Source: an optimization exercise on an open RTL-to-GDS flow (aim: small area, a short achievable clock period and few clock cycles). Production flows keep margins and buffers that such runs may drop.
RTL that was checked went through simulation tests only; none was proved equivalent to the original.

== the baseline ==
## mult1
module mult1(clk, rst, start, ack, multiplicand, multiplier, product, done);
For scale: about 170 flip-flops, about 0.013 mm² of cells after synthesis.
==> flow/config.mk <==
export PLATFORM = sky130hd
export DESIGN_NAME = mult1
export DESIGN_NICKNAME = mult1
export VERILOG_FILES = /design/flow/design.v
export SDC_FILE = /design/flow/constraint.sdc
export NUM_CORES = 4
export LEC_CHECK = 0
export CAP_MARGIN = 20
export CORE_MARGIN = 2
export CORE_UTILIZATION = 65
export SETUP_SLACK_MARGIN = 2.0
export SLEW_MARGIN = 20
export SYNTH_HIERARCHICAL = 1
export SYNTH_MINIMUM_KEEP_SIZE = 0
==> flow/constraint.sdc <==
create_clock -name core_clock -period 5.0 [get_ports {clk}]
set_input_delay 1.0000 -clock core_clock [delete_from_list [all_inputs] [get_ports {clk}]]
set_output_delay 1.0000 -clock core_clock [all_outputs]
set_load 0.01 [all_outputs]
standard.sh (not shown) runs the stock make flow with config.mk's settings and CLKGATE_MAP_FILE= SYNTH_SCRIPT=/design/flow/synth_recipe.tcl, a recipe that flattens the netlist after the stock synthesis.
==> flow/flow/run.sh <==
#!/bin/bash
# The standard layout (standard.sh: the ORFS synthesis and flow), with one change:
# the port buffers that ORFS's buffer_ports inserts are the small sky130_fd_sc_hd__buf_1
# instead of the delay-cell buffer it picks by default. Every port still gets a buffer.
set -euo pipefail
export BUFFER_PORTS_ARGS="-buffer_cell sky130_fd_sc_hd__buf_1"
bash standard.sh finish > standard.log 2>&1
Testbench counts of the baseline, summed over its fixed seeds: cycles 3,299.
--- input diff the baseline..the candidate ---
--- a/flow/design.v
+++ b/flow/design.v
@@ -13,20 +13,23 @@
 endmodule
 module mult1_ha1(a, b, s, co);
 	input a, b;
 	output s, co;
 	assign s  = ~(a ^ b);
 	assign co = a | b;
 endmodule
-module mult1_row(a, one, two, neg, r);
+module mult1_row(a, onel, twol, negl, oneh, twoh, negh, r);
 	input [31:0] a;
-	input one, two, neg;
+	input onel, twol, negl, oneh, twoh, negh;
 	output [33:0] r;
-	wire [32:0] m = ({1'b0, a} & {33{one}}) | ({a, 1'b0} & {33{two}});
-	assign r = {~neg, m ^ {33{neg}}};
+	wire [32:0] one = {{16{oneh}}, {17{onel}}};
+	wire [32:0] two = {{16{twoh}}, {17{twol}}};
+	wire [32:0] neg = {{16{negh}}, {17{negl}}};
+	wire [32:0] m = ({1'b0, a} & one) | ({a, 1'b0} & two);
+	assign r = {~negh, m ^ neg};
 endmodule
 module mult1_enc(b, one, two, neg);
 	input [2:0] b;
 	output one, two, neg;
 	assign one = b[1] ^ b[0];
 	assign two = (b[2] & ~b[1] & ~b[0]) | (~b[2] & b[1] & b[0]);
 	assign neg = b[2];
@@ -270,25 +273,36 @@
 wire [9:0] nb = idle_q ? {multiplier[9:2], 2'b00} : {b_q[17:16] & {2{cnt != 2'd2}}, b_q[15:9], 1'b0};
 wire [3:0] one_d, two_d, neg_d;
 mult1_enc e1 (.b(nb[3:1]), .one(one_d[0]), .two(two_d[0]), .neg(neg_d[0]));
 mult1_enc e2 (.b(nb[5:3]), .one(one_d[1]), .two(two_d[1]), .neg(neg_d[1]));
 mult1_enc e3 (.b(nb[7:5]), .one(one_d[2]), .two(two_d[2]), .neg(neg_d[2]));
 mult1_enc e4 (.b(nb[9:7]), .one(one_d[3]), .two(two_d[3]), .neg(neg_d[3]));
 reg [3:0] one_q, two_q, neg_q;
+reg [3:0] one_r, two_r, neg_r;
 always @(posedge clk) begin
 	one_q <= one_d;
 	two_q <= two_d;
 	neg_q <= neg_d;
 end
+always @(posedge clk or posedge rst)
+	if (rst) begin
+		one_r <= 4'b0;
+		two_r <= 4'b0;
+		neg_r <= 4'b0;
+	end else begin
+		one_r <= one_d;
+		two_r <= two_d;
+		neg_r <= neg_d;
+	end
 wire neg1 = neg_q[0], neg2 = neg_q[1], neg3 = neg_q[2], neg4 = neg_q[3];
 wire [33:0] r1, r2, r3, r4;
-mult1_row w1 (.a(a_q), .one(one_q[0]), .two(two_q[0]), .neg(neg_q[0]), .r(r1));
-mult1_row w2 (.a(a_q), .one(one_q[1]), .two(two_q[1]), .neg(neg_q[1]), .r(r2));
-mult1_row w3 (.a(a_q), .one(one_q[2]), .two(two_q[2]), .neg(neg_q[2]), .r(r3));
-mult1_row w4 (.a(a_q), .one(one_q[3]), .two(two_q[3]), .neg(neg_q[3]), .r(r4));
+mult1_row w1 (.a(a_q), .onel(one_q[0]), .twol(two_q[0]), .negl(neg_q[0]), .oneh(one_r[0]), .twoh(two_r[0]), .negh(neg_r[0]), .r(r1));
+mult1_row w2 (.a(a_q), .onel(one_q[1]), .twol(two_q[1]), .negl(neg_q[1]), .oneh(one_r[1]), .twoh(two_r[1]), .negh(neg_r[1]), .r(r2));
+mult1_row w3 (.a(a_q), .onel(one_q[2]), .twol(two_q[2]), .negl(neg_q[2]), .oneh(one_r[2]), .twoh(two_r[2]), .negh(neg_r[2]), .r(r3));
+mult1_row w4 (.a(a_q), .onel(one_q[3]), .twol(two_q[3]), .negl(neg_q[3]), .oneh(one_r[3]), .twoh(two_r[3]), .negh(neg_r[3]), .r(r4));
 reg f0_q, f1_q, nf_q;
 always @(posedge clk) begin
 	f0_q <= idle_q & multiplier[0];
 	f1_q <= idle_q & multiplier[1];
 	nf_q <= ~idle_q;
 end
 wire [34:0] sx = {s_q[34] | ~nf_q, s_q[33:32] & {2{nf_q}}, (a_q & {32{f0_q}}) | (s_q[31:0] & {32{nf_q}})};
[summary]
On share of final layout cell area taken by clock buffers and inverters, the candidate and the baseline are neck and neck.
In the reports for the candidate and the baseline, the larger routed metal-1 wire length belongs to the candidate.
Fraction of area in multi-input gates: the candidate vs the baseline down 0.24 points
one_q[2] as the worst setup path startpoint was reported by the baseline, and one_r[2] by the candidate.
The candidate vs the baseline: total of plain and repair buffers excluding clock buffers up in the candidate
In the tables for the candidate and the baseline, area share of xor/xnor cells in the synthesized design reads higher with the baseline.
The baseline ended up with sky130_fd_sc_hd__dfxtp_2 as its master of the slowest instance on the critical path; the candidate ended up with sky130_fd_sc_hd__dfrtp_1.
Part of the cycle the worst path needs ends up lower on the baseline.
~same number of buffers on the longest clock path in the candidate and the baseline
No functional check of the RTL was part of the candidate.

-- re-timing with driven ports --
No port has a modelled driver above. Below, the same layouts with a new extraction and two added sets of constraints.
Step 1, drivers: a clkbuf_16 drives clk and a buf_2 each remaining input, both assumed.
Step 2 also shifts input and output timing later by t, the mid clock arrival at the registers, as if the neighbouring blocks saw the same clock.
Slacks: no drivers / after step 1 / after step 2; pairs: no drivers / after step 1.
run	t (ns)	setup WS [ns]	latest minus earliest clock arrival (ns)	worst slew at a driven data input, ns	pins driven straight from the clock port
the baseline	0.470	2.108 / 2.108 / 1.998	0.012 / 0.012	0.04	1
the candidate	0.485	2.049 / 2.049 / 1.936	0.016 / 0.016	0.05	1
After both steps every run listed still meets setup and hold. For the candidate, which loses most, drivers alone change the setup slack by 0.000 ns; drivers and shift together by -0.113 ns.
